From an optimization exercise on the open Yosys and OpenROAD flow, aimed at small area, a short achievable clock period and few clock cycles; shortcuts taken in it are not production practice.
Function was not checked in any run shown here: the RTL went through the layout flow alone.
No run shown here takes its clock network from TritonCTS; it comes from the design's own scripts or RTL.
No driver is modelled on the clock port, so clock power and skew are understated where the tree is cut down; a real chip needs a root buffer or a tree.
Power is estimated from default activity; no workload was simulated.

==> design/flow/design.v <==
`timescale 1ns/10ps
module LBP ( clk, reset, gray_addr, gray_req, gray_ready, gray_data, lbp_addr, lbp_valid, lbp_data, finish);
input   	clk;
input   	reset;
output  reg [13:0] 	gray_addr;
output  reg      	gray_req;
input   	    gray_ready;
input   [7:0] 	gray_data;
output  reg [13:0] 	lbp_addr;
output  reg 	lbp_valid;
output  reg [7:0] 	lbp_data;
output  reg 	finish;
localparam K = 10;
reg        run;       
reg [3:0]  idx;       
reg [3:0]  s;         
reg [3:0]  rh;        
reg [6:0]  col;       
reg        cend;      
reg        at7;       
reg        last;      
reg        v1, f1;    
reg        first;     
reg        wrapped;   
wire       step_strip = last & cend;         
wire [3:0] idx_n = !run ? 4'd0 : last ? 4'd0 : idx + 4'd1;
wire [3:0] s_p1 = s + 4'd1;
wire [3:0] s_n = step_strip ? s_p1 : s;
wire [6:0] col_n = last ? col + 7'd1 : col;
wire [3:0] rh_n = at7 ? rh + 4'd1 : (last & ~cend) ? rh - 4'd1 : rh;
always @(posedge clk or posedge reset) begin
    if (reset) run <= 1'b0;
    else run <= run | gray_ready;
end
always @(posedge clk) begin
    if (!run) begin
        idx <= 4'd0;
        s <= 4'd0;
        rh <= 4'd0;
        col <= 7'd0;
        cend <= 1'b0;
        at7 <= 1'b0;
        last <= 1'b0;
        first <= 1'b0;
        wrapped <= 1'b0;
    end else begin
        first <= last;
        wrapped <= last & cend;
        idx <= idx_n;
        s <= s_n;
        rh <= rh_n;
        col <= col_n;
        if (last) cend <= (col == 7'd126);
        at7 <= (idx == 4'd6);
        last <= (idx == 4'd8);
    end
end
wire [2:0] idx_m2 = idx[2:0] - 3'd2;
wire [6:0] lrow = first ? {(wrapped ? s : s_p1), 3'd0} : {s, idx_m2};
wire [6:0] lcol = col + {6'b111111, ~first};    
function [1:0] cmp2;
    input [7:0] a, b;
    reg [7:0] g, p;
    reg g76, p76, g54, p54, g32, p32, g10, p10, g74, p74, g30, p30, gg, pp;
    begin
        g = a & ~b;
        p = a | ~b;
        g76 = g[7] | (p[7] & g[6]);  p76 = p[7] & p[6];
        g54 = g[5] | (p[5] & g[4]);  p54 = p[5] & p[4];
        g32 = g[3] | (p[3] & g[2]);  p32 = p[3] & p[2];
        g10 = g[1] | (p[1] & g[0]);  p10 = p[1] & p[0];
        g74 = g76 | (p76 & g54);     p74 = p76 & p54;
        g30 = g32 | (p32 & g10);     p30 = p32 & p10;
        gg  = g74 | (p74 & g30);     pp  = p74 & p30;
        cmp2 = {gg | pp, ~gg};
    end
endfunction
reg [7:0]  sr [0:K+1];  
reg [2:0]  pb [0:K];    
reg        q5;          
reg        q1;          
reg        q2a, q2b;    
reg [1:0]  h_ul, h_l, h_dl;
wire [7:0] p  = sr[0];      
wire [7:0] dl = sr[K-1];    
wire [7:0] l  = sr[K];      
wire [7:0] ul = sr[K+1];    
function [1:0] gtlt4;
    input [3:0] a, b;
    reg [3:0] ga, pa, gb, pb;
    begin
        ga = a & ~b;  pa = a | ~b;
        gb = b & ~a;  pb = b | ~a;
        gtlt4 = {ga[3] | (pa[3] & (ga[2] | (pa[2] & (ga[1] | (pa[1] & ga[0]))))),
                 gb[3] | (pb[3] & (gb[2] | (pb[2] & (gb[1] | (pb[1] & gb[0])))))};
    end
endfunction
function [1:0] cmp2h;
    input [1:0] h;
    input [3:0] a, b;
    reg [1:0] lo;
    begin
        lo = gtlt4(a, b);
        cmp2h = {h[1] | (~h[0] & ~lo[0]), h[0] | (~h[1] & ~lo[1])};
    end
endfunction
wire p_ge_ul, ul_ge_p, p_ge_l, l_ge_p, p_ge_dl, dl_ge_p, l_ge_ul, ul_ge_l;
assign {p_ge_ul, ul_ge_p} = cmp2h(h_ul, p[3:0], ul[3:0]);
assign {p_ge_l,  l_ge_p}  = cmp2h(h_l, p[3:0], l[3:0]);
assign {p_ge_dl, dl_ge_p} = cmp2h(h_dl, p[3:0], dl[3:0]);
assign {l_ge_ul, ul_ge_l} = cmp2(l, ul);
integer j;
always @(posedge clk) begin
    sr[0] <= gray_data;
    h_ul <= gtlt4(gray_data[7:4], sr[K][7:4]);
    h_l  <= gtlt4(gray_data[7:4], sr[K-1][7:4]);
    h_dl <= gtlt4(gray_data[7:4], sr[K-2][7:4]);
    for (j = 1; j <= K+1; j = j + 1) sr[j] <= sr[j-1];
    pb[0] <= {dl_ge_p, l_ge_p, ul_ge_p};
    for (j = 1; j <= K; j = j + 1) pb[j] <= pb[j-1];
    q5 <= p_ge_l;
    q1 <= ul_ge_l;
    q2a <= p_ge_dl;
    q2b <= q2a;
    gray_req <= run | gray_ready;
    gray_addr <= {rh_n, idx_n[2:0], col_n};
    v1 <= run && (idx[3:1] != 3'd0) && (col[6:1] != 6'd0) && !(s == 4'd15 && idx[3]);
    f1 <= run && cend && (s == 4'd15) && (idx == 4'd7);
    lbp_valid <= v1 & run;    
    finish <= f1 & run;
    lbp_addr <= {lrow, lcol};
    lbp_data <= {p_ge_ul, l_ge_ul, pb[K][2], q5, pb[K][1], q2b, q1, pb[K][0]};
end
endmodule
==> design/flow/flow/run.sh <==
#!/bin/bash
# Own layout flow: the standard flow (standard.sh, unchanged synthesis),
# with two hooks: flow/ports.tcl after global placement sets the port
# buffers' cells (POST_GLOBAL_PLACE_TCL), and flow/clock_tree.tcl builds a
# two-level clock tree before CTS, which TritonCTS then skips (PRE_CTS_TCL).
# standard.sh's output goes to standard.log; each ORFS step keeps its own log
# under orfs/logs.
set -euo pipefail
cd "$(dirname "$0")/.."
export POST_GLOBAL_PLACE_TCL="$(pwd)/flow/ports.tcl"
export PRE_CTS_TCL="$(pwd)/flow/clock_tree.tcl"
export MY_CLK_NLEAF=8 MY_CLK_LEAF=sky130_fd_sc_hd__clkinv_16 MY_CLK_TOP=sky130_fd_sc_hd__clkinv_8
bash standard.sh > standard.log 2>&1
==> design/flow/flow/clock_tree.tcl <==
# Clock tree of two levels, built before CTS (PRE_CTS_TCL); the CTS command
# itself is then skipped. The registers are split by balanced k-means on their
# places into NLEAF groups, each clocked by a leaf buffer at its centre; the
# leaf buffers are split the same way into NTOP groups, each driven by a top
# buffer at its centre, and the clock port drives the NTOP top buffers.
proc env_or {name default} {
  if {[info exists ::env($name)]} { return $::env($name) }
  return $default
}
set nleaf [env_or MY_CLK_NLEAF 8]
set ntop [env_or MY_CLK_NTOP 4]
set leafcell [env_or MY_CLK_LEAF sky130_fd_sc_hd__clkbuf_16]
set topcell [env_or MY_CLK_TOP sky130_fd_sc_hd__clkbuf_8]

# balanced k-means of points {x y} into k groups of at most ceil(n/k);
# returns the group of each point
proc bkmeans {pts k} {
  set n [llength $pts]
  set mx 0.0; set my 0.0
  foreach p $pts { set mx [expr {$mx + [lindex $p 0]}]; set my [expr {$my + [lindex $p 1]}] }
  set mx [expr {$mx / $n}]; set my [expr {$my / $n}]
  set order {}
  for {set i 0} {$i < $n} {incr i} {
    set p [lindex $pts $i]
    lappend order [list $i [expr {atan2([lindex $p 1] - $my, [lindex $p 0] - $mx)}]]
  }
  set order [lsort -real -index 1 $order]
  set assign [lrepeat $n 0]
  for {set j 0} {$j < $n} {incr j} { lset assign [lindex $order $j 0] [expr {$j * $k / $n}] }
  set cap [expr {($n + $k - 1) / $k}]
  for {set iter 0} {$iter < 50} {incr iter} {
    set cx [lrepeat $k 0.0]; set cy [lrepeat $k 0.0]; set cn [lrepeat $k 0]
    for {set i 0} {$i < $n} {incr i} {
      set c [lindex $assign $i]; set p [lindex $pts $i]
      lset cx $c [expr {[lindex $cx $c] + [lindex $p 0]}]
      lset cy $c [expr {[lindex $cy $c] + [lindex $p 1]}]
      lset cn $c [expr {[lindex $cn $c] + 1}]
    }
    for {set c 0} {$c < $k} {incr c} {
      if {[lindex $cn $c] > 0} {
        lset cx $c [expr {[lindex $cx $c] / [lindex $cn $c]}]
        lset cy $c [expr {[lindex $cy $c] / [lindex $cn $c]}]
      }
    }
    set pairs {}
    for {set i 0} {$i < $n} {incr i} {
      set p [lindex $pts $i]
      for {set c 0} {$c < $k} {incr c} {
        lappend pairs [list [expr {abs([lindex $p 0] - [lindex $cx $c]) + abs([lindex $p 1] - [lindex $cy $c])}] $i $c]
      }
    }
    set new [lrepeat $n -1]; set used [lrepeat $k 0]
    foreach pr [lsort -real -index 0 $pairs] {
      lassign $pr d i c
      if {[lindex $new $i] >= 0 || [lindex $used $c] >= $cap} { continue }
      lset new $i $c
      lset used $c [expr {[lindex $used $c] + 1}]
    }
    if {$new eq $assign} { break }
    set assign $new
  }
  return $assign
}

# centre of each group
proc centres {pts assign k} {
  set cx [lrepeat $k 0.0]; set cy [lrepeat $k 0.0]; set cn [lrepeat $k 0]
  foreach p $pts c $assign {
    lset cx $c [expr {[lindex $cx $c] + [lindex $p 0]}]
    lset cy $c [expr {[lindex $cy $c] + [lindex $p 1]}]
    lset cn $c [expr {[lindex $cn $c] + 1}]
  }
  set out {}
  for {set c 0} {$c < $k} {incr c} {
    lappend out [list [expr {[lindex $cx $c] / max(1, [lindex $cn $c])}] [expr {[lindex $cy $c] / max(1, [lindex $cn $c])}]]
  }
  return $out
}

set block [ord::get_db_block]
set core [$block getCoreArea]
proc add_buffer {name cell at in_net} {
  set block [ord::get_db_block]
  set core [$block getCoreArea]
  set master [[ord::get_db] findMaster $cell]
  set inst [odb::dbInst_create $block $master $name]
  set x [expr {int([lindex $at 0]) - [$master getWidth] / 2}]
  set y [expr {int([lindex $at 1]) - [$master getHeight] / 2}]
  set x [expr {max([$core xMin], min($x, [$core xMax] - [$master getWidth]))}]
  set y [expr {max([$core yMin], min($y, [$core yMax] - [$master getHeight]))}]
  $inst setLocation $x $y
  $inst setPlacementStatus PLACED
  set net [odb::dbNet_create $block clknet_$name]
  $net setSigType CLOCK
  [$inst findITerm A] connect $in_net
  [$inst findITerm [expr {[string match "*inv*" $cell] ? "Y" : "X"}]] connect $net
  return $net
}

set clk_net [$block findNet clk]
set sinks [$clk_net getITerms]
set pts {}
foreach it $sinks {
  set bb [[$it getInst] getBBox]
  lappend pts [list [expr {([$bb xMin] + [$bb xMax]) / 2.0}] [expr {([$bb yMin] + [$bb yMax]) / 2.0}]]
}
set leaf_of [bkmeans $pts $nleaf]
set leaf_at [centres $pts $leaf_of $nleaf]
set top_of [bkmeans $leaf_at $ntop]
set top_at [centres $leaf_at $top_of $ntop]

set top_net {}
for {set t 0} {$t < $ntop} {incr t} {
  lappend top_net [add_buffer clktop_$t $topcell [lindex $top_at $t] $clk_net]
}
for {set c 0} {$c < $nleaf} {incr c} {
  set net [add_buffer clkleaf_$c $leafcell [lindex $leaf_at $c] [lindex $top_net [lindex $top_of $c]]]
  set cnt 0
  foreach it $sinks g $leaf_of {
    if {$g == $c} { $it disconnect; $it connect $net; incr cnt }
  }
  puts "clock leaf $c (top [lindex $top_of $c]) at [lindex $leaf_at $c] drives $cnt registers"
}
set_propagated_clock [all_clocks]
rename clock_tree_synthesis {}
proc clock_tree_synthesis {args} { puts "clock_tree_synthesis skipped: the clock tree is built by clock_tree.tcl" }
# the tree's inverters are its own: no cloning next to the registers
rename repair_clock_inverters {}
proc repair_clock_inverters {args} { puts "repair_clock_inverters skipped: the clock tree is built by clock_tree.tcl" }
==> design/flow/flow/ports.tcl <==
# After global placement (POST_GLOBAL_PLACE_TCL): the port buffers that
# buffer_ports inserted become buf_1 on inputs (each drives few pins) and
# buf_2 on outputs (each drives one port).
foreach inst [[ord::get_db_block] getInsts] {
  set name [$inst getName]
  set cell [[$inst getMaster] getName]
  if {[string match "input*" $name] && $cell ne "sky130_fd_sc_hd__buf_1"} {
    replace_cell $name sky130_fd_sc_hd__buf_1
  } elseif {[string match "output*" $name] && $cell ne "sky130_fd_sc_hd__buf_2"} {
    replace_cell $name sky130_fd_sc_hd__buf_2
  }
}
==> design/flow/standard.sh <==
#!/bin/bash
# synth_recipe.tcl (not shown) runs the flow's synth.tcl, then flattens the netlist and writes it again
# the make line also repeats each setting of config.mk as NAME=value (left out here)
make -C /OpenROAD-flow-scripts/flow DESIGN_CONFIG=/design/flow/config.mk WORK_HOME=/design/flow/orfs CLKGATE_MAP_FILE= SYNTH_SCRIPT=/design/flow/synth_recipe.tcl "${@:-finish}"
==> design/flow/config.mk <==
export PLATFORM = sky130hd
export DESIGN_NAME = LBP
export DESIGN_NICKNAME = LBP
export VERILOG_FILES = /design/flow/design.v
export SDC_FILE = /design/flow/constraint.sdc
export NUM_CORES = 4
export LEC_CHECK = 0
export CAP_MARGIN = 20
export CORE_MARGIN = 2
export CORE_UTILIZATION = 55
export PLACE_DENSITY = 0.75
export SETUP_SLACK_MARGIN = 2.0
export SLEW_MARGIN = 20
==> design/flow/constraint.sdc <==
create_clock -name core_clock -period 3.3 [get_ports {clk}]
set_input_delay 0.6600 -clock core_clock [delete_from_list [all_inputs] [get_ports {clk}]]
set_output_delay 0.6600 -clock core_clock [all_outputs]
set_load 0.01 [all_outputs]
==> results of run 1 <==
-- per-stage QoR --
step	std cells	hold WS, ns	setup WS, ns	power (mW)
2_1_floorplan	460	0.310	1.56	3.65
3_3_place_gp	638	0.310	0.776	4.07
3_5_place_dp	638	0.312	1.06	3.95
4_1_cts	660	0.277	1.56	5.13
5_1_grt	666	0.281	1.56	5.44
6_report	666	0.283	1.59	5.13
-- final timing paths --
check	depth (start not counted)	from	end	slack, ns
worst max-delay path	6	gray_data[4]	h_ul[0]	1.59
worst min-delay path	2	reset	run	0.28
min in group core_clock	0	pb[9][0]	pb[10][0]	0.32
worst min register to register	0	pb[9][0]	pb[10][0]	0.32
max in group asynchronous	2	reset	run	2.92
worst max register to register	4	sr[10][4]	h_ul[0]	1.77
-- metal layers --
metal  part of all wire (%)  vias to the layer above  routed length, um  global-route usage, %
met5                      0                        -                  0                      0
met4                    2.1                        0                181                   3.01
met3                    4.6                       14                394                   2.39
met2                     46                       66               3930                   24.7
met1                     47                     1493               3990                   20.5
li1                       -                     1647                  -                      -
-- final cells by class --
class | count | area (um2)
inverters | 37 | 412
flip-flops and latches | 205 | 4150
multi-input cells | 223 | 1640
well taps | 136 | 170
repair buffers | 65 | 408
fillers | 762 | 3450
-- what timing repair did --
action / CTS / global route
hold buffers: 0 / 0
endpoints found under the hold margin: 0 / 0
resized for setup: 27 / 32
pin swaps: 8 / 14
setup buffers: 10 / 6
setup endpoints to repair: 24 / 35
-- power breakdown --
group	switching [mW]	internal (mW)
sequential	0.220	2.88
combinational	0.438	0.440
clock	0.907	0.240
-- flip-flops by register name (all words and copies together), names as in the netlist, 2 cells and up --
name / cells
s: 4
h_l: 2
lbp_data: 8
col: 7
h_dl: 2
pb: 33
idx: 4
h_ul: 2
rh: 4
sr: 96
lbp_addr: 14
gray_addr: 14
-- cell families after synthesis --
family	after synthesis	synth area share, %
buffers and inverters	32	2.09
and+or+nand+nor	136	12.8
adders and majority gates	27	5.36
DFF	205	71.6
xor gates and xnor gates	21	3.21
AOI/OAI and AO/OA	39	4.95
-- placed cells by master, fill, tap and decap left out, types with 7 or more instances in the layout --
cell type | Yosys | routed
dfxtp_1 | 204 | 184
buf_2 | 0 | 39
nor2_1 | 27 | 27
inv_1 | 25 | 23
nand2_1 | 21 | 21
and2_1 | 16 | 16
dfxtp_2 | 0 | 16
maj3_2 | 6 | 15
xnor2_1 | 13 | 13
nand2b_1 | 13 | 11
nor2b_1 | 19 | 11
ha_1 | 12 | 11
buf_4 | 0 | 11
xor2_1 | 8 | 8
nand3_1 | 8 | 8
clkinv_16 | 0 | 8
buf_1 | 0 | 8
nor3b_1 | 8 | 7
==> impl_metrics.json, run 1 <==
{
  "synthTopCellsByCount": "dfxtp_1, nor2_1, inv_1, nand2_1, nor2b_1",
  "drtPass1Iterations": 4,
  "crit_top_cell": "maj3_2",
  "die_h_um": 106,
  "path_delay_family": "adder cells",
  "start_kind": "input pin",
  "rsz0062_at_grt": "yes",
  "io_buffer_count": 49,
  "post_drt_wl_per_cell_um": 12.8,
  "ant_nets": 0,
  "status": "timing/DRC/antenna clean",
  "irDropWorstVdd_uv": 473,
  "slowest_delay_ns": 0.30,
  "drive_gt1_share_pct": 23.6,
  "leakage_nw": 2.88,
  "dp_hpwl_um": 5520,
  "crit_path_end_kind": "register",
  "clock_latency_ns": 0.17,
  "drtIter0Drc": 148,
  "io_pins": 50,
  "yosys.cell_types.count": 42,
  "grt_overflow": 0,
  "synth_area_leader_cell": "dfxtp_1",
  "vias_per_cell": 4.83,
  "ys_ff_latch": 205,
  "hold_class": "input pin to asynchronous set/reset pin",
  "clock_skew_ns": 0.00648,
  "diodes": 0,
  "slew_headroom_pct": 73.1,
  "slew_viol_final": 0,
  "pwr_density_cell_mw_per_mm2": 756,
  "syn-num-nets": 483,
  "vias": 3220,
  "initial_core_util_pct": 56.1,
  "grt_antenna_before_repair": 0,
  "path_class": "input pin to register",
  "num_rows": 37,
  "area_growth_pct": 18.1,
  "yosys-top-cells-area": "dfxtp_1, ha_1, nor2b_1, xnor2_1, nor2_1",
  "synth.top_cell.area_share_pct": 71.2,
  "synth_most_common_cell": "dfxtp_1",
  "syn_area_mm2": 0.00574,
  "grt_pass1_vias": 2948,
  "wl_um": 8490,
  "synth_cells": 460,
  "maxCapViolations": 0,
  "tightest_slew_ns": 0.403,
  "critPathBufInv": 2,
  "syn_area_per_cell_um2": 12.5,
  "period_minus_slack_ns": 1.71,
  "placed_cell_area_mm2": 0.00618,
  "worstPathMaxFanout": 3,
  "setup_viol": 0,
  "grt_pass1_wl_um": 13800,
  "hold_violations": 0,
  "crit_chain": "buf_12 -> buf_8 -> nor2b_4 -> maj3_2 -> maj3_2 -> maj3_2",
  "cp_slowest_cell": "maj3_2",
  "ys_seq_area_share_pct": 71.6,
  "drc": 0,
  "synth_flop_cell": "dfxtp_1",
  "synthArstFlopShare_pct": 0.488,
  "critPathArrivalTime_ns": 1.76,
  "worstPathRequired_ns": 3.36,
  "fin_area_mm2": 0.00678,
  "setup_tns_ns": 0,
  "synth-edff-count": 0,
  "dieArea_mm2": 0.0113,
  "finalNetCount": 555,
  "die_width_um": 106,
  "path_clk_slew_ns": 0.06,
  "timing.fmax_mhz": 586,
  "period_share_pct": 51.7,
  "grt_max_degree": 27,
  "fin_util_pct": 66.2,
  "grt_usage_pct": 14.8,
  "ys.warnings.count": 3,
  "coreArea_mm2": 0.0102
}
==> run 2: changes to the inputs <==
==> design/flow/design.v (replaced) <==
`timescale 1ns/10ps
module LBP ( clk, reset, gray_addr, gray_req, gray_ready, gray_data, lbp_addr, lbp_valid, lbp_data, finish);
input   	clk;
input   	reset;
output  reg [13:0] 	gray_addr;
output  reg      	gray_req;
input   	    gray_ready;
input   [7:0] 	gray_data;
output  reg [13:0] 	lbp_addr;
output  reg 	lbp_valid;
output  reg [7:0] 	lbp_data;
output  reg 	finish;
localparam K = 8;
reg        run;       
reg [2:0]  idx;       
reg        last;      
reg        cend;      
reg [6:0]  row, col;  
reg        v1, f1;    
reg [13:0] la;        
wire [6:0] row_n = !run ? row :
                   !last ? row + 7'd1 :
                   cend ? row - 7'd1 : row - 7'd7;
wire [6:0] col_n = (run && last) ? col + 7'd1 : col;
always @(posedge clk or posedge reset) begin
    if (reset) begin
        run <= 1'b0;
        idx <= 3'd0;
        last <= 1'b0;
        cend <= 1'b0;
        row <= 7'd0;
        col <= 7'd0;
    end else begin
        run <= run | gray_ready;
        row <= row_n;
        col <= col_n;
        if (run) begin
            idx <= idx + 3'd1;
            last <= (idx == 3'd6);
            if (last) cend <= (col == 7'd126);
        end
    end
end
function [1:0] cmp2;
    input [7:0] a, b;
    reg [7:0] g, p;
    reg g76, p76, g54, p54, g32, p32, g10, p10, g74, p74, g30, p30, gg, pp;
    begin
        g = a & ~b;
        p = a | ~b;
        g76 = g[7] | (p[7] & g[6]);  p76 = p[7] & p[6];
        g54 = g[5] | (p[5] & g[4]);  p54 = p[5] & p[4];
        g32 = g[3] | (p[3] & g[2]);  p32 = p[3] & p[2];
        g10 = g[1] | (p[1] & g[0]);  p10 = p[1] & p[0];
        g74 = g76 | (p76 & g54);     p74 = p76 & p54;
        g30 = g32 | (p32 & g10);     p30 = p32 & p10;
        gg  = g74 | (p74 & g30);     pp  = p74 & p30;
        cmp2 = {gg | pp, ~gg};
    end
endfunction
reg [7:0]  sr [0:K+1];  
reg [2:0]  pb [0:K];    
reg        q5;          
reg        q1;          
reg        q2a, q2b;    
wire [7:0] p  = sr[0];      
wire [7:0] dl = sr[K-1];    
wire [7:0] l  = sr[K];      
wire [7:0] ul = sr[K+1];    
wire p_ge_ul, ul_ge_p, p_ge_l, l_ge_p, p_ge_dl, dl_ge_p, l_ge_ul, ul_ge_l;
assign {p_ge_ul, ul_ge_p} = cmp2(p, ul);
assign {p_ge_l,  l_ge_p}  = cmp2(p, l);
assign {p_ge_dl, dl_ge_p} = cmp2(p, dl);
assign {l_ge_ul, ul_ge_l} = cmp2(l, ul);
integer j;
always @(posedge clk) begin
    sr[0] <= gray_data;
    for (j = 1; j <= K+1; j = j + 1) sr[j] <= sr[j-1];
    pb[0] <= {dl_ge_p, l_ge_p, ul_ge_p};
    for (j = 1; j <= K; j = j + 1) pb[j] <= pb[j-1];
    q5 <= p_ge_l;
    q1 <= ul_ge_l;
    q2a <= p_ge_dl;
    q2b <= q2a;
    gray_req <= run | gray_ready;
    gray_addr <= {row_n, col_n};
    v1 <= run && (idx[2] | idx[1]) && (col[6:1] != 6'd0);
    f1 <= run && last && cend && (row == 7'd127);
    lbp_valid <= v1;
    finish <= f1;
    la <= {row - 7'd1, col - 7'd1};    
    lbp_addr <= la;
    lbp_data <= {p_ge_ul, l_ge_ul, pb[K][2], q5, pb[K][1], q2b, q1, pb[K][0]};
end
endmodule
==> design/flow/flow/run.sh (replaced) <==
#!/bin/bash
# Own layout flow: the standard flow (standard.sh, unchanged synthesis),
# except that the clock tree is one level of clock buffers driven by the
# clock port, built by flow/clock_tree.tcl before CTS (PRE_CTS_TCL hook);
# TritonCTS is skipped. standard.sh's output goes to standard.log; each
# ORFS step keeps its own log under orfs/logs.
set -euo pipefail
cd "$(dirname "$0")/.."
export PRE_CTS_TCL="$(pwd)/flow/clock_tree.tcl"
bash standard.sh > standard.log 2>&1
--- a/design/flow/flow/clock_tree.tcl
+++ b/design/flow/flow/clock_tree.tcl
@@ -93,7 +93,7 @@
   set net [odb::dbNet_create $block clknet_$name]
   $net setSigType CLOCK
   [$inst findITerm A] connect $in_net
-  [$inst findITerm [expr {[string match "*inv*" $cell] ? "Y" : "X"}]] connect $net
+  [$inst findITerm X] connect $net
   return $net
 }
 
@@ -124,6 +124,3 @@
 set_propagated_clock [all_clocks]
 rename clock_tree_synthesis {}
 proc clock_tree_synthesis {args} { puts "clock_tree_synthesis skipped: the clock tree is built by clock_tree.tcl" }
-# the tree's inverters are its own: no cloning next to the registers
-rename repair_clock_inverters {}
-proc repair_clock_inverters {args} { puts "repair_clock_inverters skipped: the clock tree is built by clock_tree.tcl" }
--- a/design/flow/config.mk
+++ b/design/flow/config.mk
@@ -7,7 +7,7 @@
 export LEC_CHECK = 0
 export CAP_MARGIN = 20
 export CORE_MARGIN = 2
-export CORE_UTILIZATION = 55
-export PLACE_DENSITY = 0.75
+export CORE_UTILIZATION = 40
+export PLACE_DENSITY = 0.6
 export SETUP_SLACK_MARGIN = 2.0
 export SLEW_MARGIN = 20
removed: design/flow/flow/ports.tcl
==> impl_metrics.json, run 2 <==
{
  "status": "timing/DRC/antenna clean",
  "worstPathRequired_ns": 3.51,
  "drive_gt1_share_pct": 34.0,
  "synthArstFlopShare_pct": 10.8,
  "reg_top3": "sr x80, pb x27",
  "ys_ff_latch": 186,
  "leakage_nw": 2.74,
  "top_register": "sr",
  "grt_max_degree": 25,
  "diodes": 0,
  "post_drt_wl_per_cell_um": 12.4,
  "drc": 0,
  "coreArea_mm2": 0.0126,
  "reg2reg_depth": 5,
  "reg2reg_slack_ns": 1.83,
  "maxCapViolations": 0,
  "irDropWorstVdd_uv": 420,
  "min_to": "pb[7][2]",
  "pwr_density_cell_mw_per_mm2": 801,
  "rsz0062_at_grt": "yes",
  "hp-start": "pb[6][2]",
  "vias": 2906,
  "ys_seq_area_share_pct": 73.8,
  "grt_pass1_wl_um": 12900,
  "critPathArrivalTime_ns": 1.68,
  "timing.fmax_mhz": 679,
  "layout_common_cells": "dfxtp_1, buf_2, dfxtp_2",
  "grt_overflow": 0,
  "num_rows": 41,
  "syn_area_mm2": 0.00518,
  "syn_area_per_cell_um2": 13.2,
  "fillCellCount": 1109,
  "worst_r2r_endpoint": "row[6]",
  "area_growth_pct": 24.5,
  "synthTopCellsByCount": "dfxtp_1, inv_1, nand2_1, dfrtp_1, xnor2_1",
  "die_width_um": 118,
  "r2r-start": "row[0]",
  "syn-num-nets": 411,
  "clock_latency_ns": 0.30,
  "period_share_pct": 44.6,
  "slew_viol_final": 0,
  "power_mw": 5.16,
  "synth_flop_cell": "dfxtp_1",
  "path_clk_slew_ns": 0.09,
  "crit_path_end_kind": "register",
  "synth-edff-count": 0,
  "worstHoldPathCells": 0,
  "fin_util_pct": 51.1,
  "synth_area_leader_cell": "dfxtp_1",
  "setup_viol": 0,
  "grt_pass1_vias": 2744,
  "slew_headroom_pct": 68.4,
  "clock_skew_ns": 0.0156,
  "dp_hpwl_um": 4990,
  "ant_nets": 0,
  "hold_class": "register to register",
  "io_pins": 50,
  "vias_per_cell": 4.55,
  "hold_violations": 0,
  "die_h_um": 118,
  "ys.warnings.count": 3,
  "period_minus_slack_ns": 1.47,
  "gp_congestion": 0.850,
  "hold_buffers": 0,
  "initial_core_util_pct": 41.1,
  "yosys.cell_types.count": 54,
  "finalNetCount": 487,
  "path_class": "register to register",
  "largest_reg_flops": 80,
  "worstPathMaxFanout": 5,
  "grt_usage_pct": 10.7,
  "synth.top_cell.area_share_pct": 64.1,
  "wl_um": 7930,
  "grt_antenna_before_repair": 0,
  "drtPass1Iterations": 4,
  "drtIter0Drc": 142,
  "worst_slack_ns": 1.83,
  "tightest_slew_ns": 0.473,
  "synth_cells": 393,
  "hold_ws_ns": 0.316,
  "place_ws_ns": 1.56,
  "yosys-top-cells-area": "dfxtp_1, dfrtp_1, xnor2_1, ha_1, nor2b_1",
  "synth_most_common_cell": "dfxtp_1",
  "mostFrequentLayoutCell": "dfxtp_1",
  "start_kind": "register",
  "setup_tns_ns": 0,
  "dieArea_mm2": 0.0139,
  "io_buffer_count": 49
}
==> run 2: kinds of logic after synthesis <==
family / Yosys count / synth area share, %
compound gates: 57 / 8.21
xor+xnor: 25 / 4.23
buf+inv: 31 / 2.58
flops: 186 / 73.8
simple gates: 83 / 8.67
mux: 2 / 0.411
fa+ha+maj: 9 / 2.10
==> run 2: area by class of cell <==
| type | count | area (um2) | share of cell area [%] |
|---|---|---|---|
| buffer | 12 | 255 | 3.96 |
| inverter | 23 | 90.1 | 1.40 |
| multi-input combinational | 176 | 1470 | 22.7 |
| sequential | 186 | 3880 | 60.2 |
| tap | 172 | 215 | 3.34 |
| timing repair buffer | 70 | 538 | 8.34 |
==> run 2: layer usage <==
metal | vias up | routed length [um] | GRT usage (%)
li1 | 1466 | - | -
met1 | 1359 | 3630 | 13.9
met2 | 66 | 3640 | 18.0
met3 | 15 | 425 | 2.08
met4 | 0 | 236 | 3.39
met5 | - | 0 | 0
==> run 2: critical path: stages (launching register included) <==
cell and delay, ns:
dfrtp_2 0.45, ha_4 0.19, a2111oi_4 0.28, o21a_1 0.16, o221ai_2 0.09, xnor2_1 0.21
==> run 2: through the flow <==
stage | cell area (um2) | std cells
after global routing | 6450 | 639
after detailed placement | 5850 | 606
after global placement | 5850 | 606
final | 6450 | 639
after CTS | 6150 | 631
after floorplan | 5190 | 393
==> run 2: where the power goes <==
part	total (mW)	internal, mW	switching [mW]
sequential	2.98	2.71	0.266
combinational	1.04	0.542	0.498
clock	1.15	0.546	0.602
==> run 2: worst max-delay path by stage <==
stage	from	to	slack, ns	depth (start not counted)
3_5_place_dp	run	col[5]	1.56	4
4_1_cts	row[0]	row[6]	1.85	5
3_3_place_gp	run	col[5]	1.63	4
5_1_grt	row[0]	row[6]	1.77	5
6_report	row[0]	row[6]	1.83	5
2_1_floorplan	row[1]	row[6]	1.85	5
==> run 2: timing repair <==
action	4_1_cts	5_1_grt
setup endpoints to repair	95	68
buffers inserted	13	8
pin swaps	19	15
resized for setup	198	68
==> run 3: changes to the inputs <==
--- a/design/flow/config.mk
+++ b/design/flow/config.mk
@@ -7,7 +7,7 @@
 export LEC_CHECK = 0
 export CAP_MARGIN = 20
 export CORE_MARGIN = 2
-export CORE_UTILIZATION = 40
-export PLACE_DENSITY = 0.6
+export CORE_UTILIZATION = 60
+export PLACE_DENSITY = 0.75
 export SETUP_SLACK_MARGIN = 2.0
 export SLEW_MARGIN = 20
==> impl_metrics.json, run 3 <==
{
  "vias": 2959,
  "area_growth_pct": 23.4,
  "setup_tns_ns": 0,
  "syn-num-nets": 411,
  "setup_viol": 0,
  "vias_per_cell": 5.13,
  "hp-start": "q2a",
  "worstPathRequired_ns": 3.51,
  "finalNetCount": 492,
  "drc": 0,
  "pwr_density_cell_mw_per_mm2": 813,
  "critPathBufInv": 0,
  "start_kind": "register",
  "largest_reg_flops": 80,
  "syn_area_per_cell_um2": 13.2,
  "layout_common_cells": "dfxtp_1, dfxtp_2, buf_4",
  "io_pins": 50,
  "worst_slack_ns": 1.79,
  "yosys-top-cells-area": "dfxtp_1, dfrtp_1, xnor2_1, ha_1, nor2b_1",
  "grt_pass1_wl_um": 13200,
  "worstHoldPathCells": 0,
  "crit_path_end_kind": "register",
  "reg2reg_slack_ns": 1.79,
  "clock_skew_ns": 0.0163,
  "hold_buffers": 0,
  "diodes": 0,
  "seq_area_mm2": 0.00388,
  "period_share_pct": 45.7,
  "die_h_um": 96.9,
  "critPathArrivalTime_ns": 1.71,
  "clock_latency_ns": 0.30,
  "ys_seq_area_share_pct": 73.8,
  "drtIter0Drc": 102,
  "dp_hpwl_um": 5070,
  "gp_congestion": 0.864,
  "worstPathMaxFanout": 4,
  "grt_antenna_before_repair": 0,
  "grt_overflow": 0,
  "cp_slowest_cell": "dfrtp_2",
  "synth-edff-count": 0,
  "fin_util_pct": 77.0,
  "synth_flop_cell": "dfxtp_1",
  "hold_violations": 0,
  "min_to": "q2b",
  "grt_max_degree": 25,
  "multi_input_area_mm2": 0.00144,
  "synth_cells": 393,
  "mostFrequentLayoutCell": "dfxtp_1",
  "dieArea_mm2": 0.00939,
  "post_drt_wl_per_cell_um": 14.3,
  "die_width_um": 96.9,
  "slowest_delay_ns": 0.46,
  "synthTopCellsByCount": "dfxtp_1, inv_1, nand2_1, dfrtp_1, xnor2_1",
  "yosys.cell_types.count": 54,
  "timing.fmax_mhz": 663,
  "path_clk_slew_ns": 0.09,
  "coreArea_mm2": 0.00830,
  "period_minus_slack_ns": 1.51,
  "leakage_nw": 2.76,
  "num_rows": 33,
  "path_class": "register to register",
  "wl_um": 8270,
  "status": "timing/DRC/antenna clean",
  "grt_usage_pct": 16.3,
  "slew_viol_final": 0,
  "ys.warnings.count": 3,
  "worst_r2r_endpoint": "gray_addr[13]",
  "rsz0062_at_grt": "yes",
  "initial_core_util_pct": 62.4,
  "slew_headroom_pct": 69.1,
  "drive_gt1_share_pct": 35.0,
  "reg_top3": "sr x80, pb x27",
  "place_ws_ns": 1.60,
  "r2r-start": "row[1]",
  "tightest_slew_ns": 0.462,
  "hold_class": "register to register",
  "synthArstFlopShare_pct": 10.8,
  "syn_area_mm2": 0.00518,
  "io_buffer_count": 49,
  "top_register": "sr",
  "ant_nets": 0,
  "maxCapViolations": 0,
  "synth_area_leader_cell": "dfxtp_1",
  "path_delay_family": "compound AO/OA/AOI/OAI gates",
  "grt_pass1_vias": 2901,
  "irDropWorstVdd_uv": 615,
  "drtPass1Iterations": 4,
  "ys_ff_latch": 186,
  "synth.top_cell.area_share_pct": 64.1,
  "reg2reg_depth": 5,
  "fillCellCount": 528,
  "synth_most_common_cell": "dfxtp_1",
  "crit_chain": "ha_4 -> a2111oi_4 -> o21a_1 -> o221ai_2 -> xnor2_1"
}
run 3: repair_timing:
item | in CTS | in global routing
buffers inserted | 13 | 13
pin swaps | 20 | 16
endpoints found under the hold margin | 0 | 0
gates resized for setup | 205 | 57
setup endpoints to repair | 95 | 67
run 3: stage by stage:
step,cells,cell area (um2),hold WS (ns),total power [mW]
final,577,6390,0.326,5.20
after global routing,577,6390,0.331,5.45
after CTS,564,6090,0.326,5.06
after detailed placement,539,5760,0.312,3.93
after global placement,539,5760,0.310,3.90
after floorplan,393,5190,0.310,3.47
run 3: layout make-up:
cell class	instances	area share (%)
sequential	186	60.7
multi-input combinational	176	22.5
timing repair buffer	75	9.30
buffer	12	3.99
tap	105	2.06
inverter	23	1.45
run 3: worst max path at each step:
stage                         end  depth (start not counted)    from
finish              gray_addr[13]                          5  row[1]
global route               row[6]                          5  row[1]
CTS                        row[5]                          5  row[0]
detailed placement         row[0]                          2   reset
global placement           row[4]                          2   reset
floorplan                  row[6]                          5  row[1]
run 3: power by group:
group          leakage, nW  internal [mW]  switching (mW)
sequential            1.63           2.71           0.269
clock                0.127          0.546           0.589
combinational        0.998          0.563           0.519
total                 2.76           3.82            1.38
run 3: metal layers:
layer	wire length, um	global-route usage (%)
met5	0	0
met1	3560	20.2
met2	4100	29.5
met4	287	5.74
met3	325	1.73
run 3: logic make-up (layout without fill, tap and decap cells):
logic type	Yosys count	after routing	share of synthesized area, %
fa+ha+maj	9	9	2.10
xor+xnor	25	25	4.23
mux	2	2	0.411
flops	186	186	73.8
compound gates	57	57	8.21
buf+inv	31	110	2.58
simple gates	83	83	8.67

==> afterwards: timing with drivers on the ports <==
How much do the figures lean on ideal ports? The routed layouts below were timed once more, with nothing changed but the port constraints. Step 1: set_driving_cell puts a clkbuf_16 on clk and a buf_2 on each other input, an assumption about the parent block. Step 2 adds t to the input delays and takes it off the output delays; t is the mean of the earliest and latest rising clock arrival at the registers after step 1. Input paths then give back, and output paths get back, about the clock's delay inside the block. a / b / c = no drivers / after step 1 / after step 2; a / b = the first two.
| run | t, ns | setup slack, ns | worst setup path at the end |
|---|---|---|---|
| run 1 | 0.309 | 1.594 / 1.675 / 1.366 | input to register |
| run 2 | 0.354 | 1.827 / 1.827 / 1.815 | input to register |
| run 3 | 0.351 | 1.793 / 1.793 / 1.793 | register to register |
After both steps every run listed still meets setup and hold. The setup slack of run 1, which loses most, moves by +0.081 ns with the drivers and by -0.228 ns with both steps.
